Source: an optimization exercise on an open RTL-to-GDS flow (aim: small area, a short achievable clock period and few clock cycles per item). Production flows keep margins and buffers that such runs may drop. Only simulation tests tie the RTL to the original design; equivalence was not proved. Power and IR drop assume default switching activity.

[config.mk]
export PLATFORM = sky130hd
export DESIGN_NAME = fir_top
export DESIGN_NICKNAME = fir_top
export VERILOG_FILES = /design/flow/design.v
export SDC_FILE = /design/flow/constraint.sdc
export NUM_CORES = 4
export LEC_CHECK = 0
export ABC_AREA = 1
export CAP_MARGIN = 20
export CORE_MARGIN = 2
export CORE_UTILIZATION = 40
export SETUP_SLACK_MARGIN = 3.5
export SLEW_MARGIN = 20
export SYNTH_HIERARCHICAL = 1
[constraint.sdc]
create_clock -name core_clock -period 6.0 [get_ports {clk}]
set_input_delay 1.2000 -clock core_clock [delete_from_list [all_inputs] [get_ports {clk}]]
set_output_delay 1.2000 -clock core_clock [all_outputs]
set_load 0.01 [all_outputs]
[design.v]
module fa_cell (input wire a, input wire b, input wire c, output wire s, output wire co);
    assign s  = a ^ b ^ c;
    assign co = (a & b) | (a & c) | (b & c);
endmodule
module ha_cell (input wire a, input wire b, output wire s, output wire co);
    assign s  = a ^ b;
    assign co = a & b;
endmodule
module hold_cell (input wire ld, input wire hd, input wire d, input wire q, output wire o);
    assign o = (ld & d) | (hd & q);
endmodule
module hold1_cell (input wire ld, input wire hd, input wire r, input wire d, input wire q, output wire o);
    assign o = (ld & d) | (hd & q) | r;
endmodule
module fir_top #(
    parameter K  = 8,
    parameter DW = 8,
    parameter CW = 8
)(
    input  wire clk,
    input  wire rst,
    input  wire start,
    input  wire signed [DW-1:0] x_in,
    output wire signed [DW+CW+$clog2(K):0] y_out,
    output wire data_valid
);
    reg [7:0] u1, u2, u3, u4, u5, u6;
    reg [10:0] w;
    reg [11:0] ra, rb;
    reg [11:0] y;
    reg dv;
    wire [7:0] u_in = {~x_in[7], x_in[6:0]};
    wire [10:0] w_nx = {2'b00, u5, 1'b0} + {1'b0, u6, 2'b00} + {3'b000, u6};
    wire ld = start & ~rst;
    wire hd = ~start & ~rst;
    wire [58:0] hist = {w, u6, u5, u4, u3, u2, u1};
    wire [58:0] hin  = {w_nx, u5, u4, u3, u2, u1, u_in};
    localparam [58:0] RST1 = {11'd896, {6{8'h80}}};
    wire [58:0] hnx;
    genvar gi;
    generate
        for (gi = 0; gi < 59; gi = gi + 1) begin : g_hist
            if (RST1[gi]) begin : g_one
                hold1_cell u_h (.ld(ld), .hd(hd), .r(rst), .d(hin[gi]), .q(hist[gi]), .o(hnx[gi]));
            end else begin : g_zero
                hold_cell u_h (.ld(ld), .hd(hd), .d(hin[gi]), .q(hist[gi]), .o(hnx[gi]));
            end
        end
    endgenerate
    always @(posedge clk)
        {w, u6, u5, u4, u3, u2, u1} <= hnx;
    wire s1, c1;
    fa_cell u_fa1 (.a(u1[0]), .b(u2[0]), .c(u3[0]), .s(s1), .co(c1));
    wire s2, c2;
    fa_cell u_fa2 (.a(u1[1]), .b(u2[1]), .c(u3[1]), .s(s2), .co(c2));
    wire s3, c3;
    ha_cell u_ha3 (.a(u4[1]), .b(u5[1]), .s(s3), .co(c3));
    wire s4, c4;
    fa_cell u_fa4 (.a(u1[2]), .b(u2[2]), .c(u3[2]), .s(s4), .co(c4));
    wire s5, c5;
    fa_cell u_fa5 (.a(u4[2]), .b(u5[2]), .c(w[2]), .s(s5), .co(c5));
    wire s6, c6;
    fa_cell u_fa6 (.a(u1[3]), .b(u2[3]), .c(u3[3]), .s(s6), .co(c6));
    wire s7, c7;
    fa_cell u_fa7 (.a(u4[3]), .b(u5[3]), .c(w[3]), .s(s7), .co(c7));
    wire s8, c8;
    fa_cell u_fa8 (.a(u1[4]), .b(u2[4]), .c(u3[4]), .s(s8), .co(c8));
    wire s9, c9;
    fa_cell u_fa9 (.a(u4[4]), .b(u5[4]), .c(w[4]), .s(s9), .co(c9));
    wire s10, c10;
    fa_cell u_fa10 (.a(u1[5]), .b(u2[5]), .c(u3[5]), .s(s10), .co(c10));
    wire s11, c11;
    fa_cell u_fa11 (.a(u4[5]), .b(u5[5]), .c(w[5]), .s(s11), .co(c11));
    wire s12, c12;
    fa_cell u_fa12 (.a(u1[6]), .b(u2[6]), .c(u3[6]), .s(s12), .co(c12));
    wire s13, c13;
    fa_cell u_fa13 (.a(u4[6]), .b(u5[6]), .c(w[6]), .s(s13), .co(c13));
    wire s14, c14;
    fa_cell u_fa14 (.a(u1[7]), .b(u2[7]), .c(u3[7]), .s(s14), .co(c14));
    wire s15, c15;
    fa_cell u_fa15 (.a(u4[7]), .b(u5[7]), .c(w[7]), .s(s15), .co(c15));
    wire s16, c16;
    ha_cell u_ha16 (.a(u4[0]), .b(u5[0]), .s(s16), .co(c16));
    wire s17, c17;
    fa_cell u_fa17 (.a(w[1]), .b(s2), .c(s3), .s(s17), .co(c17));
    wire s18, c18;
    fa_cell u_fa18 (.a(s4), .b(s5), .c(c2), .s(s18), .co(c18));
    wire s19, c19;
    fa_cell u_fa19 (.a(s6), .b(s7), .c(c4), .s(s19), .co(c19));
    wire s20, c20;
    fa_cell u_fa20 (.a(s8), .b(s9), .c(c6), .s(s20), .co(c20));
    wire s21, c21;
    fa_cell u_fa21 (.a(s10), .b(s11), .c(c8), .s(s21), .co(c21));
    wire s22, c22;
    fa_cell u_fa22 (.a(s12), .b(s13), .c(c10), .s(s22), .co(c22));
    wire s23, c23;
    fa_cell u_fa23 (.a(s14), .b(s15), .c(c12), .s(s23), .co(c23));
    wire s24, c24;
    ha_cell u_ha24 (.a(w[8]), .b(c14), .s(s24), .co(c24));
    wire s25, c25;
    ha_cell u_ha25 (.a(w[0]), .b(s1), .s(s25), .co(c25));
    wire s26, c26;
    fa_cell u_fa26 (.a(c1), .b(s17), .c(c16), .s(s26), .co(c26));
    wire s27, c27;
    fa_cell u_fa27 (.a(c3), .b(s18), .c(c17), .s(s27), .co(c27));
    wire s28, c28;
    fa_cell u_fa28 (.a(c5), .b(s19), .c(c18), .s(s28), .co(c28));
    wire s29, c29;
    fa_cell u_fa29 (.a(c7), .b(s20), .c(c19), .s(s29), .co(c29));
    wire s30, c30;
    fa_cell u_fa30 (.a(c9), .b(s21), .c(c20), .s(s30), .co(c30));
    wire s31, c31;
    fa_cell u_fa31 (.a(c11), .b(s22), .c(c21), .s(s31), .co(c31));
    wire s32, c32;
    fa_cell u_fa32 (.a(c13), .b(s23), .c(c22), .s(s32), .co(c32));
    wire s33, c33;
    fa_cell u_fa33 (.a(c15), .b(s24), .c(c23), .s(s33), .co(c33));
    wire s34, c34;
    ha_cell u_ha34 (.a(w[9]), .b(c24), .s(s34), .co(c34));
    wire [11:0] pr0 = {1'b0, w[10], s34, s33, s32, s31, s30, s29, s28, s27, s26, s16};
    wire [11:0] pr1 = {1'b0, c34, c33, c32, c31, c30, c29, c28, c27, c26, c25, s25};
    localparam [11:0] RA0 = 12'd0;
    localparam [11:0] RB0 = 12'd1536;
    always @(posedge clk) begin
        if (rst) begin
            ra <= RA0;
            rb <= RB0;
        end else begin
            ra <= pr0;
            rb <= pr1;
        end
    end
    wire [11:0] s = ra + rb + {2'b00, u_in, 2'b00};
    always @(posedge clk)
        y <= {~s[11], s[10:0]};
    always @(posedge clk or posedge rst) begin
        if (rst) dv <= 1'b0;
        else     dv <= start;
    end
    assign y_out = {{8{y[11]}}, y};
    assign data_valid = dv;
endmodule
[flow/run.sh]
#!/bin/bash
# The standard layout (standard.sh) with two changes:
#  - port buffers are buf_1 cells instead of the flow's default pick
#    (clkdlybuf4s50_1, a slow delay cell);
#  - synthesis is the standard flow's script, except that Yosys's full/half adder
#    extraction runs only inside the fa_cell and ha_cell modules, so that the
#    final adder is left to abc as plain gates (the extracted fa_1/ha_1 cells
#    are slow on its carry path). Registers are untouched.
set -euo pipefail
W=$(pwd)
export BUFFER_PORTS_ARGS="-buffer_cell sky130_fd_sc_hd__buf_1"
sed 's|extract_fa {\*}\[dont_use_extract_fa_args\]|extract_fa {*}[dont_use_extract_fa_args] fa_cell ha_cell|' \
    "$FLOW_HOME/scripts/synth.tcl" > "$W/flow_synth_core.tcl"
grep -q 'dont_use_extract_fa_args\] fa_cell ha_cell' "$W/flow_synth_core.tcl"
sed "s|source \$::env(SCRIPTS_DIR)/synth.tcl|source $W/flow_synth_core.tcl|" synth_recipe.tcl > "$W/flow_synth.tcl"
grep -q "flow_synth_core.tcl" "$W/flow_synth.tcl"
sed "s|SYNTH_SCRIPT=[^ ]*|SYNTH_SCRIPT=$W/flow_synth.tcl|" standard.sh > "$W/flow_standard.sh"
grep -q "SYNTH_SCRIPT=$W/flow_synth.tcl" "$W/flow_standard.sh"
bash "$W/flow_standard.sh" > "$W/standard.log" 2>&1
[standard.sh]
#!/bin/bash
# synth_recipe.tcl (not shown) runs the flow's synth.tcl, then flattens the netlist and writes it again
# the make line also repeats each setting of config.mk as NAME=value (left out here)
make -C /OpenROAD-flow-scripts/flow DESIGN_CONFIG=/design/flow/config.mk WORK_HOME=/design/flow/orfs CLKGATE_MAP_FILE= SYNTH_SCRIPT=/design/flow/synth_recipe.tcl "${@:-finish}"
==> flow_metrics.py, run 1 <==
metrics = {
    "clock_tree": {
        "cts_resized": 0,
        "clock_latency_ns": 0.34,
        "cts_tree": "yes",
        "cts_setup_buffers": 0,
        "clockRootBuffer": "clkbuf_16",
        "cts_made_buffers": 9,
        "ctsHoldBuffers": 0,
        "path_clk_slew_ns": 0.07,
        "cts_max_level": 3,
        "cts.path.max_buffers": 2,
        "clock_sinks": 94,
    },
    "grt": {
        "grt_max_degree": 60,
        "grt_pass1_vias": 3727,
        "track_usage": 0.1491,
        "grt_overflow": 0,
        "grt_pass1_wl_um": 16260,
        "grt_antenna_before_repair": 0,
    },
    "route": {
        "dr.first_iter.drc_count": 232,
        "first_pass_iters": 6,
        "wirelength_um": 9372,
        "avgRoutedWirePerCell_um": 10.03,
        "ant_nets": 0,
        "vias": 4089,
        "vias_per_cell": 4.378,
        "route.detailed.drc": 0,
    },
    "timing": {
        "fin_crit_ns": 2.196,
        "hold_viol": 0,
        "max_freq_ghz": 0.4554,
        "worst_slew_pin_slew_ns": 0.6321,
        "holdWs_ns": 0.4421,
        "tns_ns": 0,
        "maxSlewHeadroom": 0.5786,
        "finalCritPeriodShare": 0.3660,
        "rsz0062_at_grt": "no",
        "setup_viol": 0,
        "drv_slew": 0,
        "skew_ns": 0.008597,
    },
    "setup_path": {
        "required_ns": 6.23,
        "cp.arrival_ns": 2.42,
        "path_max_fanout": 4,
        "cp-start-kind": "primary input",
        "crit_type": "in -> reg",
        "end_kind": "flop",
    },
    "logic_synthesis": {
        "syn_area_sq_um": 5101,
        "seq_area_frac_synth": 0.3699,
        "synthCells": 723,
        "yosys_register_bits": 94,
        "syn_area_per_cell_sq_um": 7.056,
        "synth_area_leaders": "dfxtp_1 (36%), nand2_1 (24%), fa_1 (11%)",
        "yosys.area.top_type": "dfxtp_1",
        "yosys_warnings": 7,
        "synthDominantCellAreaShare": 0.3650,
        "synth_cell_types": 29,
        "synthesis.nets": 768,
    },
    "pwr": {
        "leakagePower_nw": 3.049,
        "ir_drop_mv": 0.1316,
        "power.density_nw_per_um2": 286.6,
    },
    "die": {
        "initial_core_util": 0.4075,
        "die-area_sq_um": 13670,
        "ios": 32,
        "core_area_sq_um": 12520,
        "die_x_um": 116.9,
        "die_y_um": 116.9,
        "rows": 41,
    },
    "placement": {
        "gp_congestion": 0.9084,
        "hpwl_um": 6810,
        "port_buffers": 31,
    },
    "layout": {
        "layout-drive-gt1-share": 0.07743,
        "diodes": 0,
        "area_growth_pct": 13.54,
        "finalNetCount": 802,
        "fillers": 1252,
    },
    "worst_hold_path": {
        "min-delay-path-class": "reg -> reg",
    },
    "status": {
        "run_status": "complete, no violations",
    },
    "run": {
        "max-cap-violations": 0,
    },
}
## routing by layer
metal	global-route usage	wire, um	vias up
met5	0	0	-
met4	0.06902	227	0
met3	0.02935	255	18
met2	0.2320	4112	48
met1	0.2011	4776	1785
li1	-	-	2238
## through the flow
stage / area [sq um] / util / total power [mW] / worst slack (ns) / std cells
2_1_floorplan: 5126 / - / 0.8934 / 3.517 / 723
3_3_place_gp: 5399 / 0.4313 / 0.9360 / 3.509 / 918
3_5_place_dp: 5399 / 0.4313 / 0.9394 / 3.459 / 918
4_1_cts: 5792 / 0.4627 / 1.678 / 3.793 / 934
5_1_grt: 5792 / 0.4627 / 1.753 / 3.567 / 934
6_report: 5792 / 0.4627 / 1.660 / 3.804 / 934
## Yosys stat by module, one instance, submodules excluded
module / cell area [sq um] / cells inside
ha_cell: 12.51 / 1
fir_top: 3704 / 503
hold_cell: 11.26 / 3
hold1_cell: 21.27 / 4
fa_cell: 20.02 / 1
## cell usage after synthesis (all sizes together)
cell type    n
xnor2        5
nand2      335
fa          29
a21o         1
o21ai       13
xor2         6
nor3         1
a21oi        6
dfrtp        1
nand3       51
nand4        3
clkbuf       3
a21boi       1
inv         99
dfxtp       93
nor2        58
ha           5
nand3b       1
buf          8
a22oi        1
or2          3
## power breakdown
group	switching [mW]	internal, mW
logic	0.151	0.0841
registers	0.0235	0.664
clock network	0.244	0.494
total	0.418	1.24
## sequential cells by signal, indices dropped and copies added, names as in the netlist
signal	flops
dv	1
ra	11
u4	8
y	12
u1	8
u3	8
u5	8
u2	8
u6	8
w	11
rb	11
## final cells by class
type | count | area, sq um | share of cell area
Multi-Input combinational cell | 519 | 2786 | 0.4811
Sequential cell | 94 | 1887 | 0.3258
Inverter | 99 | 371.6 | 0.06416
Clock buffer | 9 | 225.2 | 0.03889
Tap cell | 172 | 215.2 | 0.03716
Clock inverter | 7 | 167.7 | 0.02895
Timing Repair Buffer | 34 | 138.9 | 0.02398
## placed cells by master (no fill, tap or decap), types with 6 or more instances in the layout
master,n
nand2_2,8
nand3_2,17
inv_1,95
clkbuf_16,9
dfxtp_1,93
buf_1,31
a21oi_1,6
nor2_1,52
nand2_1,325
o21ai_0,7
fa_1,29
xor2_1,6
nand3_1,34
## kinds of logic after synthesis
logic type	count (synthesis)	synth area share
compound gates	22	0.02379
xor+xnor	11	0.01889
fa+ha+maj	34	0.1261
buf+inv	110	0.08683
flops	94	0.3699
simple gates	452	0.3745
## final timing paths
| check | slack, ns | from | depth (start not counted) | endpoint |
|---|---|---|---|---|
| max | 3.80 | x_in[2] | 14 | y[9] |
| min | 0.44 | w[10] | 2 | w[10] |
| max reg2reg | 3.84 | u5[7] | 4 | rb[9] |
| min reg2reg | 0.44 | w[10] | 2 | w[10] |
| max in group asynchronous | 4.95 | rst | 3 | dv |
| min in group asynchronous | 0.95 | rst | 3 | dv |
## worst max-delay path, cell delays in order
cell,delay [ns]
buf_1,0.18
inv_1,0.06
nand2_1,0.08
nand2_1,0.05
nand2_1,0.07
nand3_1,0.11
nand2_1,0.15
nor2_1,0.06
nand2_1,0.08
nand2_1,0.09
nand2_1,0.13
nand2_1,0.06
nand2_1,0.05
nand2_1,0.05
Testbench counts, summed over its fixed seeds: cycles 16,000, items 8,000.
==> inputs of run 2 (changes only) <==
--- a/config.mk
+++ b/config.mk
@@ -5,10 +5,9 @@
 export SDC_FILE = /design/flow/constraint.sdc
 export NUM_CORES = 4
 export LEC_CHECK = 0
-export ABC_AREA = 1
 export CAP_MARGIN = 20
 export CORE_MARGIN = 2
 export CORE_UTILIZATION = 40
-export SETUP_SLACK_MARGIN = 3.5
+export SETUP_SLACK_MARGIN = 3.6
 export SLEW_MARGIN = 20
 export SYNTH_HIERARCHICAL = 1
==> flow_metrics.py, run 2 <==
metrics = {
    "clock_tree": {
        "cts_made_buffers": 9,
        "clockRootBuffer": "clkbuf_16",
        "path_clk_slew_ns": 0.07,
        "ctsHoldBuffers": 0,
        "clock_sinks": 94,
        "clock_latency_ns": 0.34,
        "cts.path.max_buffers": 2,
        "cts_max_level": 3,
        "cts_tree": "yes",
    },
    "die": {
        "die_x_um": 114.9,
        "core_area_sq_um": 12010,
        "die-area_sq_um": 13210,
        "initial_core_util": 0.4099,
        "rows": 40,
        "ios": 32,
        "die_y_um": 114.9,
    },
    "route": {
        "vias_per_cell": 5.370,
        "avgRoutedWirePerCell_um": 14.77,
        "first_pass_iters": 4,
        "ant_nets": 0,
        "vias": 3566,
        "dr.first_iter.drc_count": 246,
        "route.detailed.drc": 0,
        "wirelength_um": 9808,
    },
    "logic_synthesis": {
        "synth_area_leaders": "dfxtp_1 (38%), fa_1 (12%), a22o_1 (9.1%)",
        "synth-main-ff-cell": "dfxtp_1",
        "yosys-top-cells-count": "dfxtp_1 (93), a22o_1 (51), xnor2_1 (36)",
        "yosysMostFrequentCell": "dfxtp_1",
        "synthesis.nets": 504,
        "yosys_register_bits": 94,
        "yosys.area.top_type": "dfxtp_1",
        "synthCells": 459,
        "syn_area_per_cell_sq_um": 10.73,
        "seq_area_frac_synth": 0.3832,
        "synthArstFlopShare": 0.01064,
        "syn_area_sq_um": 4923,
        "synth_cell_types": 57,
        "synthDominantCellAreaShare": 0.3781,
        "yosys_warnings": 7,
        "synth_edf_count": 0,
    },
    "timing": {
        "drv_slew": 0,
        "rsz0062_at_grt": "yes",
        "setup_viol": 0,
        "maxSlewHeadroom": 0.5737,
        "worst_slew_pin_slew_ns": 0.6395,
        "tns_ns": 0,
        "skew_ns": 0.006990,
        "max_freq_ghz": 0.3824,
        "finalCritPeriodShare": 0.4359,
        "fin_crit_ns": 2.615,
        "holdWs_ns": 0.4789,
        "hold_viol": 0,
    },
    "setup_path": {
        "crit_type": "in -> reg",
        "cp-start-kind": "primary input",
        "end_kind": "flop",
        "r2r_cells": 9,
        "r2r_start": "u5[2]",
        "path_max_fanout": 9,
        "cp.arrival_ns": 2.85,
        "required_ns": 6.23,
        "r2r-end": "w[9]",
        "ff2ff_setup_slack_ns": 3.67,
    },
    "grt": {
        "grt_pass1_wl_um": 16630,
        "track_usage": 0.1570,
        "grt_pass1_vias": 3381,
        "grt_antenna_before_repair": 0,
        "grt_max_degree": 60,
        "grt_overflow": 0,
    },
    "placement": {
        "port_buffers": 31,
        "gp_congestion": 0.8088,
        "hpwl_um": 6346,
    },
    "layout": {
        "largest_register_ffs": 12,
        "mostFrequentLayoutCells": "dfxtp_1 (83), a22o_1 (51), xnor2_1 (32), fa_1 (29), buf_4 (27)",
        "finalNetCount": 557,
        "area_growth_pct": 21.96,
        "layout_commonest_cell": "dfxtp_1",
        "largest_register": "y",
        "diodes": 0,
        "layout-drive-gt1-share": 0.2224,
    },
    "worst_hold_path": {
        "hold_path_end": "w[10]",
        "hold_path_depth": 1,
        "min-delay-path-class": "reg -> reg",
        "holdCritStartpoint": "w[10]",
    },
    "pwr": {
        "leakagePower_nw": 2.419,
        "ir_drop_mv": 0.1576,
        "power.density_nw_per_um2": 270.4,
    },
    "run": {
        "max-cap-violations": 0,
    },
    "status": {
        "run_status": "complete, no violations",
    },
}
[run 2: cell count changes after synthesis, sizes merged, moves of 6 or more]
cell / delta
a21oi: +18
a221o: +9
a22o: +51
clkbuf: +8
inv: -90
maj3: +12
nand2: -309
nand3: -45
nor2: -38
nor2b: +22
o211ai: +6
o21ai: +6
xnor2: +31
xor2: +11
[run 2: report_power, final]
part	switching (mW)	total [mW]	internal, mW
logic	0.157	0.300	0.143
clock network	0.253	0.624	0.371
registers	0.0327	0.700	0.667
total	0.442	1.62	1.18
[run 2: logic make-up (layout without fill, tap and decap cells)]
group	after synthesis	in the layout	synth area share
AOI/OAI and AO/OA	137	137	0.2122
DFF	94	94	0.3832
and+or+nand+nor	92	92	0.09378
xor gates and xnor gates	59	59	0.1235
adders and majority gates	46	46	0.1558
buffers and inverters	30	88	0.02948
muxes	1	1	0.002033
[run 2: per-layer routing]
metal | up-vias | routed length, um | global-route usage
met1 | 1741 | 4845 | 0.2189
met2 | 54 | 4584 | 0.2435
li1 | 1758 | - | -
met4 | 0 | 201 | 0.06506
met5 | - | 0 | 0
met3 | 13 | 177 | 0.02530
[run 2: layout make-up]
cell class                      count  area [sq um]
Fill cell                        1062          6007
Timing Repair Buffer               63         415.4
Multi-Input combinational cell    335          3134
Inverter                            9         33.78
Clock inverter                      7         102.6
Sequential cell                    94          1909
Tap cell                          147         183.9
Clock buffer                        9         225.2
[run 2: how the worst max path moves through the flow]
stage	from	endpoint	slack [ns]	cells past startpoint
final	x_in[4]	y[10]	3.38	9
after global routing	x_in[1]	y[11]	3.32	9
after CTS	x_in[3]	y[10]	3.34	9
after detailed placement	x_in[3]	y[10]	2.81	9
after global placement	x_in[1]	y[11]	2.91	9
after floorplan	x_in[4]	y[10]	3.23	8
[run 2: per-stage QoR]
stage / instances / power, mW / worst slack [ns] / utilization / cell area (sq um)
2_1_floorplan: 459 / 0.9197 / 3.234 / - / 4975
3_3_place_gp: 619 / 0.9685 / 2.910 / 0.4309 / 5176
3_5_place_dp: 619 / 0.9723 / 2.812 / 0.4309 / 5176
4_1_cts: 650 / 1.628 / 3.340 / 0.4834 / 5807
5_1_grt: 664 / 1.707 / 3.320 / 0.4999 / 6005
6_report: 664 / 1.624 / 3.385 / 0.4999 / 6005
[run 2: worst max-delay path, stage by stage]
cell and delay, ns:
buf_8 0.10, maj3_4 0.38, xor2_1 0.19, nor2_4 0.14, o211ai_1 0.16, a21oi_2 0.18, a21oi_2 0.06, maj3_2 0.31
xnor2_1 0.13
[run 2: repair_timing]
action,4_1_cts,5_1_grt
buffers inserted,15,14
pin swaps,29,24
setup endpoints to repair,10,14
gates resized for setup,49,24
[run 2: Yosys stat by module, one instance, submodules excluded]
module	copies in the design	cell area, sq um	flip-flops and latches
hold_cell	50	8.758	0
fir_top	1	3752	94
ha_cell	5	12.51	0
fa_cell	29	20.02	0
hold1_cell	9	10.01	0
==> inputs of run 3 (changes only) <==
--- a/config.mk
+++ b/config.mk
@@ -8,6 +8,6 @@
 export CAP_MARGIN = 20
 export CORE_MARGIN = 2
 export CORE_UTILIZATION = 40
-export SETUP_SLACK_MARGIN = 3.6
+export SETUP_SLACK_MARGIN = 3.8
 export SLEW_MARGIN = 20
 export SYNTH_HIERARCHICAL = 1
==> flow_metrics.py, run 3 <==
metrics = {
    "status": {
        "run_status": "complete, no violations",
    },
    "logic_synthesis": {
        "synthDominantCellAreaShare": 0.3781,
        "yosys_warnings": 7,
        "syn_area_sq_um": 4923,
        "synth_edf_count": 0,
        "synth-main-ff-cell": "dfxtp_1",
        "synthArstFlopShare": 0.01064,
        "synthCells": 459,
        "synth_area_leaders": "dfxtp_1 (38%), fa_1 (12%), a22o_1 (9.1%)",
        "yosys-top-cells-count": "dfxtp_1 (93), a22o_1 (51), xnor2_1 (36)",
        "yosysMostFrequentCell": "dfxtp_1",
        "yosys_register_bits": 94,
        "syn_area_per_cell_sq_um": 10.73,
        "yosys.area.top_type": "dfxtp_1",
        "synth_cell_types": 57,
        "seq_area_frac_synth": 0.3832,
        "synthesis.nets": 504,
    },
    "die": {
        "initial_core_util": 0.4099,
        "die_y_um": 114.9,
        "core_area_sq_um": 12010,
        "rows": 40,
        "die-area_sq_um": 13210,
        "die_x_um": 114.9,
        "ios": 32,
    },
    "layout": {
        "stdcell_count": 664,
        "final_cell_area_sq_um": 6022,
        "largest_register": "y",
        "area_growth_pct": 22.31,
        "finalNetCount": 557,
        "mostFrequentLayoutCells": "dfxtp_1 (80), a22o_1 (51), xnor2_1 (32), fa_1 (29), buf_1 (26)",
        "diodes": 0,
        "largest_register_ffs": 12,
        "layout_commonest_cell": "dfxtp_1",
        "fin_util": 0.5014,
        "fillers": 1047,
        "layout-drive-gt1-share": 0.2302,
    },
    "setup_path": {
        "end_kind": "flop",
        "required_ns": 6.21,
        "cp.arrival_ns": 2.89,
        "crit_type": "in -> reg",
        "worstSetupStartpoint": "x_in[4]",
        "cp-start-kind": "primary input",
        "path_max_fanout": 5,
        "r2r_start": "u5[2]",
    },
    "pwr": {
        "ir_drop_mv": 0.1155,
        "leakagePower_nw": 2.426,
        "power.density_nw_per_um2": 266.8,
        "finalPower_mw": 1.607,
    },
    "timing": {
        "max_freq_ghz": 0.3726,
        "setup_ws_ns": 3.316,
        "fin_crit_ns": 2.684,
        "skew_ns": 0.007878,
        "drv_slew": 0,
        "finalCritPeriodShare": 0.4473,
        "setup_viol": 0,
        "maxSlewHeadroom": 0.6525,
        "worst_slew_pin_slew_ns": 0.5205,
        "holdWs_ns": 0.4862,
        "rsz0062_at_grt": "yes",
        "tns_ns": 0,
        "hold_viol": 0,
    },
    "route": {
        "dr.first_iter.drc_count": 244,
        "vias_per_cell": 5.384,
        "vias": 3575,
        "wirelength_um": 9718,
        "first_pass_iters": 4,
        "ant_nets": 0,
        "avgRoutedWirePerCell_um": 14.64,
        "route.detailed.drc": 0,
    },
    "placement": {
        "gp_congestion": 0.7871,
        "place_ws_ns": 2.828,
        "hpwl_um": 6306,
        "port_buffers": 31,
        "placed_cells": 619,
        "place_area_sq_um": 5176,
    },
    "clock_tree": {
        "cts_made_buffers": 9,
        "clock_sinks": 94,
        "clockRootBuffer": "clkbuf_16",
        "clock_latency_ns": 0.33,
        "path_clk_slew_ns": 0.06,
        "cts_tree": "yes",
        "cts.path.max_buffers": 2,
        "cts_max_level": 3,
    },
    "grt": {
        "grt_pass1_vias": 3401,
        "grt_antenna_before_repair": 0,
        "grt_overflow": 0,
        "grt_max_degree": 60,
        "grt_pass1_wl_um": 16330,
        "track_usage": 0.1541,
    },
    "worst_hold_path": {
        "min-delay-path-class": "reg -> reg",
        "holdCritStartpoint": "w[10]",
    },
    "run": {
        "max-cap-violations": 0,
    },
}
## run 3: cell counts after synthesis
No cell type changed its count.
## run 3: power by group
part | switching [mW] | internal [mW]
Sequential | 0.0324 | 0.667
Combinational | 0.155 | 0.146
Clock | 0.241 | 0.366
Total | 0.428 | 1.18
## run 3: final cells by class
class	instances	area, sq um	area share
Inverter	9	33.78	0.005610
Clock inverter	7	98.84	0.01641
Clock buffer	9	225.2	0.03740
Multi-Input combinational cell	335	3132	0.5200
Sequential cell	94	1921	0.3189
Tap cell	147	183.9	0.03054
Timing Repair Buffer	63	427.9	0.07106
## run 3: cells by family (layout without fill, tap and decap cells)
logic type	count (synthesis)	in the layout	synth area share
multiplexers	1	1	0.002033
flip-flops	94	94	0.3832
AO/OA/AOI/OAI	137	137	0.2122
AND/OR/NAND/NOR	92	92	0.09378
adder cells (fa/ha/maj)	46	46	0.1558
buffers and inverters	30	88	0.02948
XOR/XNOR	59	59	0.1235
## run 3: worst max-delay path, cell delays in order
cell	delay [ns]
buf_6	0.10
xor3_2	0.47
xnor2_4	0.18
nor2_4	0.11
o211ai_1	0.12
a21oi_1	0.21
a21oi_2	0.06
maj3_2	0.31
xnor2_1	0.13
## run 3: what timing repair did
| action | 4_1_cts | 5_1_grt |
|---|---|---|
| pin swaps | 25 | 24 |
| endpoints found under the setup margin | 27 | 80 |
| hold buffers | 0 | 0 |
| setup buffers | 16 | 13 |
| resized for setup | 48 | 36 |
## run 3: path summary, 6_finish.rpt
check	cells past startpoint	endpoint	slack (ns)
setup / recovery	9	y[10]	3.32
hold / removal	1	w[10]	0.49
setup reg to reg	10	w[9]	3.71
hold reg to reg	1	w[10]	0.49
max in group asynchronous	3	dv	4.94
min in group asynchronous	3	dv	0.96
## run 3: modules after synthesis, one instance, submodules excluded
| module | cell area, sq um | cells |
|---|---|---|
| fir_top | 3752 | 366 |
| ha_cell | 12.51 | 1 |
| fa_cell | 20.02 | 1 |
| hold1_cell | 10.01 | 1 |
| hold_cell | 8.758 | 1 |
## run 3: per-layer routing
metal	global-route usage	wire, um	vias up	share of wire
li1	-	-	1767	-
met1	0.2114	4868	1743	0.50
met2	0.2451	4431	50	0.46
met3	0.02688	245	15	0.025
met4	0.05622	172	0	0.018
met5	0	0	-	0
==> inputs of run 4 (changes only) <==
--- a/config.mk
+++ b/config.mk
@@ -5,6 +5,8 @@
 export SDC_FILE = /design/flow/constraint.sdc
 export NUM_CORES = 4
 export LEC_CHECK = 0
+export ABC_AREA = 1
+export ABC_CLOCK_PERIOD_IN_PS = 1000
 export CAP_MARGIN = 20
 export CORE_MARGIN = 2
 export CORE_UTILIZATION = 40
==> flow_metrics.py, run 4 <==
metrics = {
    "logic_synthesis": {
        "synth_cell_types": 29,
        "synthesis.nets": 768,
        "yosys-top-cells-count": "nand2_1 (325), inv_1 (95), dfxtp_1 (93)",
        "yosys.area.top_type": "dfxtp_1",
        "synthArstFlopShare": 0.01064,
        "syn_area_per_cell_sq_um": 7.056,
        "synth_edf_count": 0,
        "syn_area_sq_um": 5101,
        "yosys_warnings": 7,
        "yosys_register_bits": 94,
        "synthCells": 723,
        "synth_area_leaders": "dfxtp_1 (36%), nand2_1 (24%), fa_1 (11%)",
        "synthDominantCellAreaShare": 0.3650,
        "yosysMostFrequentCell": "nand2_1",
        "seq_area_frac_synth": 0.3699,
        "synth-main-ff-cell": "dfxtp_1",
    },
    "die": {
        "die_y_um": 116.9,
        "die-area_sq_um": 13670,
        "ios": 32,
        "die_x_um": 116.9,
        "initial_core_util": 0.4075,
        "core_area_sq_um": 12520,
        "rows": 41,
    },
    "setup_path": {
        "required_ns": 6.23,
        "cp-start-kind": "primary input",
        "ff2ff_setup_slack_ns": 3.89,
        "path_max_fanout": 4,
        "end_kind": "flop",
        "cp.arrival_ns": 2.36,
        "crit_type": "in -> reg",
    },
    "layout": {
        "final_cell_area_sq_um": 5853,
        "fillers": 1259,
        "layout-drive-gt1-share": 0.1475,
        "mostFrequentLayoutCells": "nand2_1 (299), inv_1 (94), dfxtp_1 (92), nor2_1 (49), nand2_2 (34)",
        "finalNetCount": 806,
        "largest_register": "y",
        "area_growth_pct": 14.74,
        "fin_util": 0.4676,
        "layout_commonest_cell": "nand2_1",
        "diodes": 0,
        "largest_register_ffs": 12,
    },
    "timing": {
        "setup_ws_ns": 3.868,
        "rsz0062_at_grt": "yes",
        "finalCritPeriodShare": 0.3553,
        "skew_ns": 0.005887,
        "maxSlewHeadroom": 0.7004,
        "setup_viol": 0,
        "max_freq_ghz": 0.4690,
        "worst_slew_pin_slew_ns": 0.4494,
        "hold_viol": 0,
        "drv_slew": 0,
        "fin_crit_ns": 2.132,
        "tns_ns": 0,
    },
    "status": {
        "run_status": "complete, no violations",
    },
    "clock_tree": {
        "clock_latency_ns": 0.33,
        "clockRootBuffer": "clkbuf_16",
        "ctsHoldBuffers": 0,
        "path_clk_slew_ns": 0.06,
        "cts_max_level": 3,
        "cts.path.max_buffers": 2,
        "clock_sinks": 94,
        "cts_made_buffers": 9,
        "cts_tree": "yes",
    },
    "route": {
        "first_pass_iters": 4,
        "ant_nets": 0,
        "dr.first_iter.drc_count": 199,
        "wirelength_um": 9690,
        "route.detailed.drc": 0,
        "vias": 4180,
        "avgRoutedWirePerCell_um": 10.33,
        "vias_per_cell": 4.456,
    },
    "grt": {
        "grt_overflow": 0,
        "grt_antenna_before_repair": 0,
        "grt_max_degree": 60,
        "grt_pass1_vias": 3750,
        "grt_pass1_wl_um": 16120,
        "track_usage": 0.1467,
    },
    "placement": {
        "port_buffers": 31,
        "place_ws_ns": 3.444,
        "gp_congestion": 0.8720,
        "hpwl_um": 7000,
        "place_area_sq_um": 5406,
    },
    "pwr": {
        "power.density_nw_per_um2": 250.1,
        "leakagePower_nw": 3.043,
        "swShare": 0.2827,
        "p_seq_frac": 0.471,
        "ir_drop_mv": 0.1567,
        "finalPower_mw": 1.464,
        "p_int_mw": 1.050,
        "power_frac_comb": 0.176,
        "p_clk_frac": 0.353,
        "p_switching_mw": 0.4137,
    },
    "worst_hold_path": {
        "min-delay-path-class": "reg -> reg",
    },
    "run": {
        "max-cap-violations": 0,
    },
}
run 4: changes by cell type after synthesis, moves of 9 or more:
| cell | before | now |
|---|---|---|
| nand2_1 | 26 | 325 |
| inv_1 | 9 | 95 |
| a22o_1 | 51 | 0 |
| nor2_1 | 20 | 54 |
| xnor2_1 | 36 | 5 |
| nand3_1 | 6 | 34 |
| nor2b_1 | 22 | 0 |
| nand3_2 | 0 | 17 |
| a21oi_1 | 22 | 6 |
| xor2_1 | 17 | 6 |
| a221o_1 | 9 | 0 |
| maj3_1 | 9 | 0 |
| o21ai_0 | 16 | 7 |
run 4: Yosys stat by module (local to each module, per instance):
| module | flops+latches | cells inside |
|---|---|---|
| hold1_cell | 0 | 4 |
| hold_cell | 0 | 3 |
| fa_cell | 0 | 1 |
| fir_top | 94 | 503 |
| ha_cell | 0 | 1 |
run 4: routing by layer:
layer  share of wire  routed length [um]  vias up  track usage
li1                -                   -     2246            -
met1            0.50                4840     1865       0.1967
met2            0.46                4411       53       0.2355
met3           0.026                 248       16      0.02781
met4           0.020                 189        0      0.05725
met5               0                   0        -            0
run 4: cell type report:
type	count	area, sq um	share of cell area
Timing Repair Buffer	38	185.2	0.03164
Clock inverter	4	22.52	0.003848
Clock buffer	12	246.5	0.04211
Sequential cell	94	1888	0.3226
Inverter	99	371.6	0.06349
Tap cell	172	215.2	0.03677
Multi-Input combinational cell	519	2924	0.4996
run 4: worst max-delay path, cell delays in order:
cell      delay [ns]
clkbuf_2        0.12
inv_1           0.04
nand2_1         0.08
nand2_1         0.05
nand2_1         0.09
nand3_2         0.13
nand2_2         0.12
nor2_2          0.05
nand2_1         0.07
nand3_2         0.15
nand2_2         0.11
nand2_1         0.05
nand2_1         0.05
nand2_1         0.05
run 4: what timing repair did:
action                     CTS  global route
resized for setup            0            56
setup endpoints to repair    0            44
buffers inserted             0             4
run 4: cell families after synthesis:
logic type	synth area share
xor gates and xnor gates	0.01889
adders and majority gates	0.1261
and+or+nand+nor	0.3745
DFF	0.3699
AOI/OAI and AO/OA	0.02379
buffers and inverters	0.08683
run 4: path summary, 6_finish.rpt:
path	start	to	cells past startpoint
setup / recovery	x_in[3]	y[10]	14
min in group asynchronous	rst	dv	3
max in group asynchronous	rst	dv	3
hold reg to reg	w[10]	w[10]	2
hold / removal	w[10]	w[10]	2
setup reg to reg	u5[7]	rb[9]	4
run 4: stage by stage:
step | std cells | hold WS, ns
after floorplan | 723 | 0.4031
after global placement | 918 | 0.4336
after detailed placement | 918 | 0.4426
after CTS | 934 | 0.4541
after global routing | 938 | 0.4733
final | 938 | 0.4521
run 4: power groups by stage:
stage          logic, mW  clock network [mW]  registers [mW]
2_1_floorplan      0.188                   0           0.709
3_3_place_gp       0.235                   0           0.702
3_5_place_dp       0.239                   0           0.703
4_1_cts            0.240               0.532           0.689
5_1_grt            0.299               0.558           0.697
6_report           0.258               0.516           0.690
==> inputs of run 5 (changes only) <==
--- a/config.mk
+++ b/config.mk
@@ -6,7 +6,6 @@
 export NUM_CORES = 4
 export LEC_CHECK = 0
 export ABC_AREA = 1
-export ABC_CLOCK_PERIOD_IN_PS = 1000
 export CAP_MARGIN = 20
 export CORE_MARGIN = 2
 export CORE_UTILIZATION = 40
==> flow_metrics.py, run 5 <==
metrics = {
    "logic_synthesis": {
        "yosys_register_bits": 94,
        "synthDominantCellAreaShare": 0.3650,
        "synthCells": 723,
        "synthArstFlopShare": 0.01064,
        "yosys.area.top_type": "dfxtp_1",
        "yosys-top-cells-count": "nand2_1 (325), inv_1 (95), dfxtp_1 (93)",
        "seq_area_frac_synth": 0.3699,
        "synth-main-ff-cell": "dfxtp_1",
        "yosys_warnings": 7,
        "synth_edf_count": 0,
        "syn_area_per_cell_sq_um": 7.056,
        "synth_area_leaders": "dfxtp_1 (36%), nand2_1 (24%), fa_1 (11%)",
        "synth_cell_types": 29,
        "yosysMostFrequentCell": "nand2_1",
        "syn_area_sq_um": 5101,
        "synthesis.nets": 768,
    },
    "setup_path": {
        "r2r_start": "u5[7]",
        "ff2ff_setup_slack_ns": 3.89,
        "end_kind": "flop",
        "crit_type": "in -> reg",
        "required_ns": 6.23,
        "r2r_cells": 4,
        "cp.arrival_ns": 2.36,
        "cp-start-kind": "primary input",
        "path_max_fanout": 4,
        "r2r-end": "rb[9]",
    },
    "layout": {
        "layout_commonest_cell": "nand2_1",
        "largest_register_ffs": 12,
        "fillers": 1259,
        "layout-drive-gt1-share": 0.1475,
        "largest_register": "y",
        "mostFrequentLayoutCells": "nand2_1 (299), inv_1 (94), dfxtp_1 (92), nor2_1 (49), nand2_2 (34)",
        "fin_util": 0.4676,
        "area_growth_pct": 14.74,
        "stdcell_count": 938,
        "diodes": 0,
        "finalNetCount": 806,
    },
    "route": {
        "first_pass_iters": 4,
        "route.detailed.drc": 0,
        "vias_per_cell": 4.456,
        "avgRoutedWirePerCell_um": 10.33,
        "vias": 4180,
        "ant_nets": 0,
        "dr.first_iter.drc_count": 199,
        "wirelength_um": 9690,
    },
    "worst_hold_path": {
        "hold_path_depth": 2,
        "hold_path_end": "w[10]",
        "min-delay-path-class": "reg -> reg",
        "holdCritStartpoint": "w[10]",
    },
    "placement": {
        "port_buffers": 31,
        "placed_cells": 918,
        "gp_congestion": 0.8720,
        "hpwl_um": 7000,
    },
    "die": {
        "die_x_um": 116.9,
        "die-area_sq_um": 13670,
        "die_y_um": 116.9,
        "rows": 41,
        "initial_core_util": 0.4075,
        "core_area_sq_um": 12520,
        "ios": 32,
    },
    "timing": {
        "setup_viol": 0,
        "max_freq_ghz": 0.4690,
        "fin_crit_ns": 2.132,
        "rsz0062_at_grt": "yes",
        "tns_ns": 0,
        "finalCritPeriodShare": 0.3553,
        "drv_slew": 0,
        "skew_ns": 0.005887,
        "hold_viol": 0,
        "worst_slew_pin_slew_ns": 0.4494,
        "maxSlewHeadroom": 0.7004,
    },
    "clock_tree": {
        "ctsHoldBuffers": 0,
        "cts.path.max_buffers": 2,
        "cts_made_buffers": 9,
        "cts_max_level": 3,
        "clock_sinks": 94,
        "path_clk_slew_ns": 0.06,
        "clock_latency_ns": 0.33,
        "cts_tree": "yes",
        "clockRootBuffer": "clkbuf_16",
    },
    "grt": {
        "grt_pass1_wl_um": 16120,
        "grt_pass1_vias": 3750,
        "track_usage": 0.1467,
        "gr-usage-met2": 0.2355,
        "busiest_layer": "met2",
        "grt_antenna_before_repair": 0,
        "grtUsageMet1": 0.1967,
        "grtUsageMet3": 0.02781,
        "grt_max_degree": 60,
        "grt_overflow": 0,
    },
    "pwr": {
        "power.density_nw_per_um2": 250.1,
        "leakagePower_nw": 3.043,
        "finalPower_mw": 1.464,
        "ir_drop_mv": 0.1567,
    },
    "status": {
        "run_status": "complete, no violations",
    },
    "run": {
        "max-cap-violations": 0,
    },
}
## run 5: cell counts in the layout (fill, tap and decap cells not counted)
Identical to the previous run, type by type.
## run 5: power breakdown
part           internal [mW]  switching, mW
clock network          0.290          0.226
registers              0.665         0.0250
logic                 0.0950          0.163
total                   1.05          0.414
## run 5: how the worst max path moves through the flow
stage	slack [ns]	startpoint	cells after the start	endpoint
3_3_place_gp	3.48	x_in[4]	12	y[10]
4_1_cts	3.80	x_in[2]	12	y[8]
6_report	3.87	x_in[3]	14	y[10]
5_1_grt	3.72	x_in[2]	14	y[9]
2_1_floorplan	3.58	rst	5	u1[7]
3_5_place_dp	3.44	x_in[2]	12	y[8]
## run 5: final cells by class
cell class / count / area, sq um / share of cell area
multi-input cells: 519 / 2924 / 0.4996
flip-flops and latches: 94 / 1888 / 0.3226
inverters: 99 / 371.6 / 0.06349
clock buffers: 12 / 246.5 / 0.04211
well taps: 172 / 215.2 / 0.03677
repair buffers: 38 / 185.2 / 0.03164
clock inverters: 4 / 22.52 / 0.003848
## run 5: cell families (layout without fill, tap and decap cells)
family          Yosys count  after routing  share of synthesized area
compound gates           22             22                    0.02379
xor+xnor                 11             11                    0.01889
fa+ha+maj                34             34                     0.1261
buf+inv                 110            153                    0.08683
flops                    94             94                     0.3699
simple gates            452            452                     0.3745
## run 5: metal layers
| layer | part of all wire | vias up |
|---|---|---|
| met2 | 0.46 | 53 |
| met1 | 0.50 | 1865 |
| met4 | 0.020 | 0 |
| met3 | 0.026 | 16 |
| met5 | 0 | - |
| li1 | - | 2246 |
## run 5: critical path, cell delays in order
cell and delay [ns]:
clkbuf_2 0.12, inv_1 0.04, nand2_1 0.08, nand2_1 0.05
nand2_1 0.09, nand3_2 0.13, nand2_2 0.12, nor2_2 0.05
nand2_1 0.07, nand3_2 0.15, nand2_2 0.11, nand2_1 0.05
nand2_1 0.05, nand2_1 0.05
## run 5: per-module statistics from Yosys, one instance, submodules excluded
module,times used,cells inside,flops+latches,cell area [sq um]
fa_cell,29,1,0,20.02
fir_top,1,503,94,3704
ha_cell,5,1,0,12.51
hold1_cell,9,4,0,21.27
hold_cell,50,3,0,11.26
## run 5: per-stage QoR
stage               hold slack [ns]  worst slack (ns)  area, sq um
floorplan                    0.4031             3.578         5155
global placement             0.4336             3.483         5406
detailed placement           0.4426             3.444         5406
CTS                          0.4541             3.800         5675
global route                 0.4733             3.716         5853
finish                       0.4521             3.868         5853
## run 5: repair_timing
item / 4_1_cts / 5_1_grt
gates resized for setup: 0 / 56
setup endpoints to repair: 0 / 44
setup buffers: 0 / 4
hold endpoints to repair: 0 / 0
==> inputs of run 6 (changes only) <==
--- a/config.mk
+++ b/config.mk
@@ -6,6 +6,7 @@
 export NUM_CORES = 4
 export LEC_CHECK = 0
 export ABC_AREA = 1
+export ABC_CLOCK_PERIOD_IN_PS = 1600
 export CAP_MARGIN = 20
 export CORE_MARGIN = 2
 export CORE_UTILIZATION = 40
==> flow_metrics.py, run 6 <==
metrics = {
    "logic_synthesis": {
        "syn_area_sq_um": 5101,
        "yosys-top-cells-count": "nand2_1 (325), inv_1 (95), dfxtp_1 (93)",
        "synth_edf_count": 0,
        "yosys.area.top_type": "dfxtp_1",
        "yosys_register_bits": 94,
        "seq_area_frac_synth": 0.3699,
        "synth-main-ff-cell": "dfxtp_1",
        "syn_area_per_cell_sq_um": 7.056,
        "yosysMostFrequentCell": "nand2_1",
        "yosys_warnings": 7,
        "synthDominantCellAreaShare": 0.3650,
        "synthCells": 723,
        "synth_cell_types": 29,
        "synthArstFlopShare": 0.01064,
        "synthesis.nets": 768,
        "synth_area_leaders": "dfxtp_1 (36%), nand2_1 (24%), fa_1 (11%)",
    },
    "route": {
        "vias_per_cell": 4.456,
        "top_layer_used": "met4",
        "vias": 4180,
        "first_pass_iters": 4,
        "wirelength_met1_um": 4840,
        "avgRoutedWirePerCell_um": 10.33,
        "met2_length_um": 4411,
        "ant_nets": 0,
        "route.detailed.drc": 0,
        "wl_met3_um": 248,
        "dr.first_iter.drc_count": 199,
        "wirelength_um": 9690,
    },
    "pwr": {
        "p_clk_frac": 0.353,
        "p_seq_frac": 0.471,
        "leakagePower_nw": 3.043,
        "p_switching_mw": 0.4137,
        "ir_drop_mv": 0.1567,
        "power_frac_comb": 0.176,
        "swShare": 0.2827,
        "power.density_nw_per_um2": 250.1,
        "finalPower_mw": 1.464,
        "p_int_mw": 1.050,
    },
    "worst_hold_path": {
        "holdCritStartpoint": "w[10]",
        "min-delay-path-class": "reg -> reg",
    },
    "setup_path": {
        "cp.arrival_ns": 2.36,
        "cp-start-kind": "primary input",
        "path_max_fanout": 4,
        "crit_type": "in -> reg",
        "worstSetupStartpoint": "x_in[3]",
        "ff2ff_setup_slack_ns": 3.89,
        "path_buf_inv": 2,
        "critPathMaxStageDelay_ns": 0.15,
        "critPathTopFamily": "simple AND/OR/NAND/NOR gates",
        "cp_common_cell": "nand2_1",
        "end_kind": "flop",
        "cp_cell_sequence": "clkbuf_2 > inv_1 > nand2_1 > nand2_1 > nand2_1 > nand3_2 > nand2_2 > nor2_2 > nand2_1 > nand3_2 > nand2_2 > nand2_1 > nand2_1 > nand2_1",
        "required_ns": 6.23,
        "critPathSlowestCell": "nand3_2",
        "r2r_start": "u5[7]",
    },
    "timing": {
        "fin_crit_ns": 2.132,
        "skew_ns": 0.005887,
        "rsz0062_at_grt": "yes",
        "hold_viol": 0,
        "finalCritPeriodShare": 0.3553,
        "drv_slew": 0,
        "max_freq_ghz": 0.4690,
        "maxSlewHeadroom": 0.7004,
        "tns_ns": 0,
        "setup_viol": 0,
        "worst_slew_pin_slew_ns": 0.4494,
    },
    "clock_tree": {
        "cts_made_buffers": 9,
        "clock_latency_ns": 0.33,
        "clockRootBuffer": "clkbuf_16",
        "path_clk_slew_ns": 0.06,
        "cts.path.max_buffers": 2,
        "cts_max_level": 3,
        "clock_sinks": 94,
        "cts_tree": "yes",
    },
    "layout": {
        "finalNetCount": 806,
        "seq_area_sq_um": 1888,
        "layout-drive-gt1-share": 0.1475,
        "largest_register_ffs": 12,
        "layout_commonest_cell": "nand2_1",
        "mostFrequentLayoutCells": "nand2_1 (299), inv_1 (94), dfxtp_1 (92), nor2_1 (49), nand2_2 (34)",
        "fin_util": 0.4676,
        "final_cell_area_sq_um": 5853,
        "area_growth_pct": 14.74,
        "fillers": 1259,
        "largest_register": "y",
        "diodes": 0,
        "multi_input_area_sq_um": 2924,
    },
    "placement": {
        "place_area_sq_um": 5406,
        "port_buffers": 31,
        "gp_congestion": 0.8720,
        "hpwl_um": 7000,
    },
    "grt": {
        "grt_overflow": 0,
        "grt_pass1_vias": 3750,
        "grt_pass1_wl_um": 16120,
        "track_usage": 0.1467,
        "grt_max_degree": 60,
        "grt_antenna_before_repair": 0,
    },
    "die": {
        "die-area_sq_um": 13670,
        "die_x_um": 116.9,
        "rows": 41,
        "core_area_sq_um": 12520,
        "ios": 32,
        "initial_core_util": 0.4075,
        "die_y_um": 116.9,
    },
    "run": {
        "max-cap-violations": 0,
    },
    "status": {
        "run_status": "complete, no violations",
    },
}
run 6: cell counts in the layout (fill, tap and decap cells not counted):
No cell type changed its count.
run 6: routing by layer:
layer / up-vias / global-route usage
met2: 53 / 0.2355
met1: 1865 / 0.1967
met3: 16 / 0.02781
met5: - / 0
li1: 2246 / -
met4: 0 / 0.05725
run 6: final cells by class:
| class | instances | share of cell area |
|---|---|---|
| Multi-Input combinational cell | 519 | 0.4996 |
| Timing Repair Buffer | 38 | 0.03164 |
| Sequential cell | 94 | 0.3226 |
| Tap cell | 172 | 0.03677 |
| Inverter | 99 | 0.06349 |
| Clock inverter | 4 | 0.003848 |
| Clock buffer | 12 | 0.04211 |
run 6: worst min-delay path: stages, from the launching register on:
cell and delay, ns:
dfxtp_1 0.31, nand2_1 0.06, nand2_1 0.04
run 6: repair_timing:
item,4_1_cts,5_1_grt
hold endpoints to repair,0,0
setup buffers,0,4
gates resized for setup,0,56
setup endpoints to repair,0,44
hold buffers,0,0
run 6: cell families after synthesis:
logic type	after synthesis	synth area share
xor gates and xnor gates	11	0.01889
AOI/OAI and AO/OA	22	0.02379
and+or+nand+nor	452	0.3745
adders and majority gates	34	0.1261
DFF	94	0.3699
buffers and inverters	110	0.08683
run 6: path summary, 6_finish.rpt:
| kind | end | depth (start not counted) |
|---|---|---|
| max | y[10] | 14 |
| min | w[10] | 2 |
| max reg2reg | rb[9] | 4 |
| min reg2reg | w[10] | 2 |
| max in group asynchronous | dv | 3 |
| min in group asynchronous | dv | 3 |
run 6: metrics by stage:
step	instances	setup WS [ns]	hold slack (ns)
finish	938	3.868	0.4521
global route	938	3.716	0.4733
CTS	934	3.800	0.4541
detailed placement	918	3.444	0.4426
global placement	918	3.483	0.4336
floorplan	723	3.578	0.4031
run 6: power by group through the flow:
stage,clock (mW),combinational (mW),sequential [mW]
finish,0.516,0.258,0.690
detailed placement,0,0.239,0.703
global route,0.558,0.299,0.697
floorplan,0,0.188,0.709
global placement,0,0.235,0.702
CTS,0.532,0.240,0.689
run 6: per-module statistics from Yosys (local to each module, per instance):
module | flops+latches | area, sq um | copies in the design
hold_cell | 0 | 11.26 | 50
fir_top | 94 | 3704 | 1
hold1_cell | 0 | 21.27 | 9
fa_cell | 0 | 20.02 | 29
ha_cell | 0 | 12.51 | 5
==> inputs of run 7 (changes only) <==
==> flow/run.sh (replaced) <==
#!/bin/bash
# The standard layout (standard.sh) with these changes:
#  - port buffers are buf_1 cells instead of the flow's default pick
#    (clkdlybuf4s50_1, a slow delay cell);
#  - synthesis is the standard flow's script, except that
#    - Yosys's full/half adder extraction runs only inside the fa_cell and
#      ha_cell modules, so the final adder is left to abc as plain gates (the
#      extracted fa_1/ha_1 cells are slow on its carry path);
#    - abc maps the top module with ORFS's abc_area.script (it builds the
#      final adder from fast NAND gates) and the small cell modules with the
#      default abc_speed.script (which keeps the history muxes as a22o).
#  Registers are untouched.
set -euo pipefail
W=$(pwd)
export BUFFER_PORTS_ARGS="-buffer_cell sky130_fd_sc_hd__buf_1"
sed -e 's|extract_fa {\*}\[dont_use_extract_fa_args\]|extract_fa {*}[dont_use_extract_fa_args] fa_cell ha_cell|' \
    -e 's|^  log_cmd abc {\*}\$abc_args$|  log_cmd abc {*}$abc_args fir_top %n\n  log_cmd abc {*}[lreplace $abc_args 1 1 $::env(SCRIPTS_DIR)/abc_area.script] fir_top|' \
    "$FLOW_HOME/scripts/synth.tcl" > "$W/flow_synth_core.tcl"
grep -q 'dont_use_extract_fa_args\] fa_cell ha_cell' "$W/flow_synth_core.tcl"
grep -q 'abc_area.script\] fir_top' "$W/flow_synth_core.tcl"
sed "s|source \$::env(SCRIPTS_DIR)/synth.tcl|source $W/flow_synth_core.tcl|" synth_recipe.tcl > "$W/flow_synth.tcl"
grep -q "flow_synth_core.tcl" "$W/flow_synth.tcl"
sed "s|SYNTH_SCRIPT=[^ ]*|SYNTH_SCRIPT=$W/flow_synth.tcl|" standard.sh > "$W/flow_standard.sh"
grep -q "SYNTH_SCRIPT=$W/flow_synth.tcl" "$W/flow_standard.sh"
bash "$W/flow_standard.sh" > "$W/standard.log" 2>&1
--- a/config.mk
+++ b/config.mk
@@ -5,8 +5,6 @@
 export SDC_FILE = /design/flow/constraint.sdc
 export NUM_CORES = 4
 export LEC_CHECK = 0
-export ABC_AREA = 1
-export ABC_CLOCK_PERIOD_IN_PS = 1600
 export CAP_MARGIN = 20
 export CORE_MARGIN = 2
 export CORE_UTILIZATION = 40
==> flow_metrics.py, run 7 <==
metrics = {
    "logic_synthesis": {
        "yosys.area.top_type": "dfxtp_1",
        "synthMuxAreaShare": 0,
        "yosys_register_bits": 94,
        "synthAdderAreaFrac": 0.1319,
        "yosys_warnings": 7,
        "syn_area_per_cell_sq_um": 8.179,
        "seq_area_frac_synth": 0.3871,
        "synthArstFlopShare": 0.01064,
        "yosys-top-cells-count": "nand2_1 (157), dfxtp_1 (93), inv_1 (86)",
        "synthesis.nets": 641,
        "synth_xor_area_frac": 0.01976,
        "syn_area_sq_um": 4875,
        "synth_edf_count": 0,
        "synth_compound_area_frac": 0.1332,
        "synth_cell_types": 31,
        "synth_top_family_by_area": "simple AND/OR/NAND/NOR gates",
        "synth_area_leaders": "dfxtp_1 (38%), nand2_1 (12%), fa_1 (12%)",
        "synth-main-ff-cell": "dfxtp_1",
        "yosysMostFrequentCell": "nand2_1",
        "synth_simple_gate_area_share": 0.2441,
        "synthDominantCellAreaShare": 0.3819,
        "synthCells": 596,
    },
    "timing": {
        "fin_crit_ns": 2.152,
        "rsz0062_at_grt": "yes",
        "worst_slew_pin_slew_ns": 0.4535,
        "tns_ns": 0,
        "finalCritPeriodShare": 0.3587,
        "holdWs_ns": 0.4791,
        "skew_ns": 0.004860,
        "setup_viol": 0,
        "hold_viol": 0,
        "drv_slew": 0,
        "max_freq_ghz": 0.4647,
        "maxSlewHeadroom": 0.6977,
    },
    "layout": {
        "largest_register_ffs": 12,
        "area_growth_pct": 15.09,
        "finalNetCount": 676,
        "stdcell_count": 783,
        "mostFrequentLayoutCells": "nand2_1 (135), dfxtp_1 (88), inv_1 (86), a22o_1 (50), nor2_1 (48)",
        "fillers": 1165,
        "layout-drive-gt1-share": 0.1572,
        "diodes": 0,
        "layout_commonest_cell": "nand2_1",
        "largest_register": "y",
    },
    "clock_tree": {
        "cts_made_buffers": 9,
        "cts.path.max_buffers": 2,
        "ctsHoldBuffers": 0,
        "clockRootBuffer": "clkbuf_16",
        "path_clk_slew_ns": 0.06,
        "clock_latency_ns": 0.34,
        "cts_max_level": 3,
        "clock_sinks": 94,
        "cts_tree": "yes",
    },
    "setup_path": {
        "crit_type": "in -> reg",
        "path_max_fanout": 4,
        "cp.depth": 14,
        "critPathSlowestCell": "nand2_1",
        "critPathTopFamily": "simple AND/OR/NAND/NOR gates",
        "end_kind": "flop",
        "critPathMaxStageDelay_ns": 0.13,
        "r2r_cells": 4,
        "ff2ff_setup_slack_ns": 3.89,
        "path_buf_inv": 3,
        "cp-start-kind": "primary input",
        "cp_common_cell": "nand2_1",
        "cp.arrival_ns": 2.38,
        "required_ns": 6.23,
        "r2r_start": "u1[7]",
        "cp_cell_sequence": "buf_2 > inv_1 > nand2_2 > nand2_2 > nand2_1 > nand2_1 > nor2_2 > inv_1 > nand2_1 > nand2_2 > nand2_1 > nand2_2 > nand3_1 > nand2_1",
        "r2r-end": "rb[9]",
    },
    "worst_hold_path": {
        "hold_path_depth": 1,
        "min-delay-path-class": "reg -> reg",
        "hold_path_end": "w[10]",
        "holdCritStartpoint": "w[10]",
    },
    "status": {
        "run_status": "complete, no violations",
    },
    "pwr": {
        "leakagePower_nw": 2.717,
        "ir_drop_mv": 0.1506,
        "power.density_nw_per_um2": 273.6,
    },
    "placement": {
        "port_buffers": 31,
        "hpwl_um": 6655,
        "placed_cells": 766,
        "gp_congestion": 0.7809,
    },
    "grt": {
        "grt_pass1_wl_um": 15970,
        "grt_max_degree": 60,
        "grt_overflow": 0,
        "track_usage": 0.1525,
        "grt_pass1_vias": 3558,
        "grt_antenna_before_repair": 0,
    },
    "die": {
        "die_x_um": 114.4,
        "die-area_sq_um": 13090,
        "die_y_um": 114.4,
        "core_area_sq_um": 11960,
        "rows": 40,
        "ios": 32,
        "initial_core_util": 0.4075,
    },
    "route": {
        "vias": 3756,
        "avgRoutedWirePerCell_um": 11.97,
        "route.detailed.drc": 0,
        "ant_nets": 0,
        "wirelength_um": 9369,
        "vias_per_cell": 4.797,
        "dr.first_iter.drc_count": 221,
        "first_pass_iters": 4,
    },
    "run": {
        "max-cap-violations": 0,
    },
}
[run 7: changes by cell type after synthesis]
cell,before,now
nand2_1,325,157
a221o_1,0,9
a22o_1,0,50
nand3_2,17,8
inv_1,95,86
[run 7: layout make-up]
class	instances	area, sq um	area share
Clock inverter	3	40.04	0.007136
Sequential cell	94	1893	0.3374
Clock buffer	13	280.3	0.04996
Timing Repair Buffer	35	165.2	0.02944
Multi-Input combinational cell	401	2710	0.4831
Tap cell	147	183.9	0.03278
Inverter	90	337.8	0.06021
[run 7: per-layer routing]
layer	share of wire	vias up	wire [um]	global-route usage
li1	-	1982	-	-
met1	0.50	1707	4696	0.2041
met2	0.46	53	4271	0.2359
met3	0.027	14	250	0.03812
met4	0.016	0	151	0.06260
met5	0	-	0	0
[run 7: modules after synthesis, one instance, submodules excluded]
| module | flops+latches | copies in the design | cells inside |
|---|---|---|---|
| ha_cell | 0 | 5 | 1 |
| fir_top | 94 | 1 | 503 |
| hold_cell | 0 | 50 | 1 |
| fa_cell | 0 | 29 | 1 |
| hold1_cell | 0 | 9 | 1 |
[run 7: worst reg2reg max path, delay by kind of cell, from the launching register on]
family	cells	cell delay [ns]
simple gates	1	0.29
fa+ha+maj	3	1.36
flops	1	0.35
[run 7: through the flow]
| stage | util | setup slack [ns] | instance area (sq um) | power [mW] |
|---|---|---|---|---|
| 6_report | 0.4690 | 3.848 | 5610 | 1.535 |
| 5_1_grt | 0.4690 | 3.733 | 5610 | 1.621 |
| 4_1_cts | 0.4575 | 3.807 | 5473 | 1.533 |
| 3_5_place_dp | 0.4304 | 3.422 | 5149 | 0.9353 |
| 3_3_place_gp | 0.4304 | 3.464 | 5149 | 0.9310 |
| 2_1_floorplan | - | 3.531 | 4928 | 0.8930 |
[run 7: logic make-up after synthesis]
family | Yosys count
AOI/OAI and AO/OA | 81
xor gates and xnor gates | 11
adders and majority gates | 34
buffers and inverters | 101
DFF | 94
and+or+nand+nor | 275
[run 7: how the worst max path moves through the flow]
stage / startpoint / to
6_report: x_in[0] / y[9]
5_1_grt: x_in[0] / y[9]
4_1_cts: x_in[4] / y[9]
3_5_place_dp: x_in[1] / y[9]
3_3_place_gp: x_in[2] / y[10]
2_1_floorplan: rst / u1[7]
[run 7: where the power goes]
group / total (mW) / internal (mW) / switching, mW
sequential: 0.690 / 0.665 / 0.0252
clock: 0.596 / 0.367 / 0.229
combinational: 0.249 / 0.0931 / 0.156
[run 7: what timing repair did]
action | CTS | global route
resized for setup | 3 | 48
cloned | 0 | 0
endpoints found under the setup margin | 3 | 28
buffers inserted | 0 | 1
pin swaps | 0 | 14
==> inputs of run 8 (changes only) <==
--- a/config.mk
+++ b/config.mk
@@ -8,6 +8,8 @@
 export CAP_MARGIN = 20
 export CORE_MARGIN = 2
 export CORE_UTILIZATION = 40
+export CTS_BUF_LIST = sky130_fd_sc_hd__clkbuf_4 sky130_fd_sc_hd__clkbuf_8
+export CTS_CLUSTER_SIZE = 20
 export SETUP_SLACK_MARGIN = 3.8
 export SLEW_MARGIN = 20
 export SYNTH_HIERARCHICAL = 1
==> flow_metrics.py, run 8 <==
metrics = {
    "status": {
        "run_status": "complete, no violations",
    },
    "setup_path": {
        "ff2ff_setup_slack_ns": 3.89,
        "critPathMaxStageDelay_ns": 0.18,
        "crit_type": "in -> reg",
        "worstSetupStartpoint": "x_in[0]",
        "cp-start-kind": "primary input",
        "r2r_start": "u1[7]",
        "endpoint": "y[10]",
        "required_ns": 6.27,
        "critPathTopFamily": "simple AND/OR/NAND/NOR gates",
        "r2r_cells": 4,
        "r2r-end": "rb[9]",
        "cp.arrival_ns": 2.39,
        "end_kind": "flop",
        "cp.depth": 13,
        "cp_cell_sequence": "clkbuf_2 > inv_1 > nand2_1 > nand2_1 > nand2_1 > nand2_1 > nand4_1 > nor2_1 > nand2_1 > nand3_2 > nand2_1 > nand3_1 > nand2_1",
        "critPathSlowestCell": "nor2_1",
        "path_max_fanout": 4,
        "cp_common_cell": "nand2_1",
        "path_buf_inv": 2,
    },
    "logic_synthesis": {
        "yosys.area.top_type": "dfxtp_1",
        "synth_area_leaders": "dfxtp_1 (38%), nand2_1 (12%), fa_1 (12%)",
        "synth_cell_types": 31,
        "synth-main-ff-cell": "dfxtp_1",
        "synthDominantCellAreaShare": 0.3819,
        "synthCells": 596,
        "yosys-top-cells-count": "nand2_1 (157), dfxtp_1 (93), inv_1 (86)",
        "synth_edf_count": 0,
        "syn_area_per_cell_sq_um": 8.179,
        "yosys_register_bits": 94,
        "seq_area_frac_synth": 0.3871,
        "yosys_warnings": 7,
        "yosysMostFrequentCell": "nand2_1",
        "synthesis.nets": 641,
    },
    "pwr": {
        "ir_drop_mv": 0.1082,
        "p_seq_frac": 0.500,
        "power_frac_comb": 0.174,
        "p_switching_mw": 0.3868,
        "leakagePower_nw": 2.661,
        "p_clk_frac": 0.326,
        "power.density_nw_per_um2": 253.6,
        "p_int_mw": 0.9909,
    },
    "clock_tree": {
        "cts_tree": "yes",
        "clock_latency_ns": 0.36,
        "cts.path.max_buffers": 2,
        "clockRootBuffer": "clkbuf_8",
        "clock_sinks": 94,
        "ctsHoldBuffers": 0,
        "cts_made_buffers": 9,
        "path_clk_slew_ns": 0.09,
        "cts_max_level": 3,
    },
    "grt": {
        "grt_overflow": 0,
        "grt_antenna_before_repair": 0,
        "track_usage": 0.1506,
        "grt_max_degree": 60,
        "grt_pass1_wl_um": 15760,
        "grt_pass1_vias": 3505,
    },
    "die": {
        "die_x_um": 114.4,
        "die-area_sq_um": 13090,
        "initial_core_util": 0.4075,
        "core_area_sq_um": 11960,
        "die_y_um": 114.4,
        "ios": 32,
        "rows": 40,
    },
    "run": {
        "max-cap-violations": 0,
    },
    "timing": {
        "fin_crit_ns": 2.127,
        "finalCritPeriodShare": 0.3544,
        "worst_slew_pin_slew_ns": 0.6308,
        "rsz0062_at_grt": "yes",
        "maxSlewHeadroom": 0.5794,
        "tns_ns": 0,
        "skew_ns": 0.007550,
        "setup_viol": 0,
        "setup_ws_ns": 3.873,
        "drv_slew": 0,
        "max_freq_ghz": 0.4702,
        "hold_viol": 0,
    },
    "layout": {
        "finalNetCount": 676,
        "diodes": 0,
        "fin_util": 0.4542,
        "largest_register_ffs": 12,
        "fillers": 1181,
        "layout-drive-gt1-share": 0.1242,
        "seq_area_sq_um": 1894,
        "mostFrequentLayoutCells": "nand2_1 (149), dfxtp_1 (87), inv_1 (86), nor2_1 (51), a22o_1 (50)",
        "largest_register": "y",
        "layout_commonest_cell": "nand2_1",
        "multi_input_area_sq_um": 2641,
        "area_growth_pct": 11.45,
    },
    "route": {
        "first_pass_iters": 4,
        "vias_per_cell": 4.778,
        "ant_nets": 0,
        "dr.first_iter.drc_count": 190,
        "wirelength_um": 9147,
        "route.detailed.drc": 0,
        "avgRoutedWirePerCell_um": 11.68,
        "vias": 3741,
    },
    "placement": {
        "port_buffers": 31,
        "hpwl_um": 6655,
        "place_ws_ns": 3.422,
        "gp_congestion": 0.7809,
    },
    "worst_hold_path": {
        "min-delay-path-class": "reg -> reg",
    },
}
## run 8: changes by cell type in the layout (fill, tap and decap cells not counted), sizes merged
cell / change
buf: -4
clkbuf: +4
## run 8: cells by family (layout without fill, tap and decap cells)
kind of cell    after synthesis  count (layout)  synth area share
xor+xnor                     11              11           0.01976
compound gates               81              81            0.1332
flops                        94              94            0.3871
buf+inv                     101             141           0.08393
simple gates                275             275            0.2441
fa+ha+maj                    34              34            0.1319
## run 8: per-stage QoR
stage / hold slack (ns) / cells / area, sq um / power, mW
after floorplan: 0.4032 / 596 / 4928 / 0.8930
after global placement: 0.4614 / 766 / 5149 / 0.9310
after CTS: 0.4797 / 782 / 5369 / 1.389
final: 0.4844 / 783 / 5433 / 1.378
after global routing: 0.4833 / 783 / 5433 / 1.466
after detailed placement: 0.4595 / 766 / 5149 / 0.9353
## run 8: repair_timing
item,CTS,global route
pin swaps,0,3
cloned,0,0
setup buffers,0,1
setup endpoints to repair,9,19
gates resized for setup,1,26
## run 8: layout make-up
type	instances	share of cell area
inverter	90	0.06218
clock buffer	13	0.03293
sequential	94	0.3487
tap	147	0.03386
timing repair buffer	35	0.02879
clock inverter	3	0.007370
multi-input combinational	401	0.4862
## run 8: power groups by stage
stage / clock [mW] / sequential, mW / combinational, mW
final: 0.449 / 0.688 / 0.240
after global routing: 0.493 / 0.695 / 0.278
after CTS: 0.467 / 0.689 / 0.233
after detailed placement: 0 / 0.703 / 0.232
after global placement: 0 / 0.701 / 0.230
after floorplan: 0 / 0.709 / 0.184
## run 8: worst min-delay path by stage
stage	startpoint	to	depth (start not counted)
floorplan	w[10]	ra[10]	2
global placement	w[10]	w[10]	1
finish	w[10]	w[10]	1
detailed placement	w[10]	w[10]	1
global route	w[10]	w[10]	1
CTS	w[10]	w[10]	1
## run 8: metal layers
| metal | up-vias | GRT usage | part of all wire |
|---|---|---|---|
| met5 | - | 0 | 0 |
| met4 | 0 | 0.05528 | 0.022 |
| met3 | 18 | 0.04447 | 0.032 |
| met2 | 52 | 0.2276 | 0.44 |
| met1 | 1691 | 0.2045 | 0.51 |
| li1 | 1980 | - | - |
## run 8: per-module statistics from Yosys (local to each module, per instance)
module / cells inside / area, sq um / times used / flip-flops and latches
hold_cell: 1 / 8.758 / 50 / 0
ha_cell: 1 / 12.51 / 5 / 0
hold1_cell: 1 / 10.01 / 9 / 0
fir_top: 503 / 3704 / 1 / 94
fa_cell: 1 / 20.02 / 29 / 0
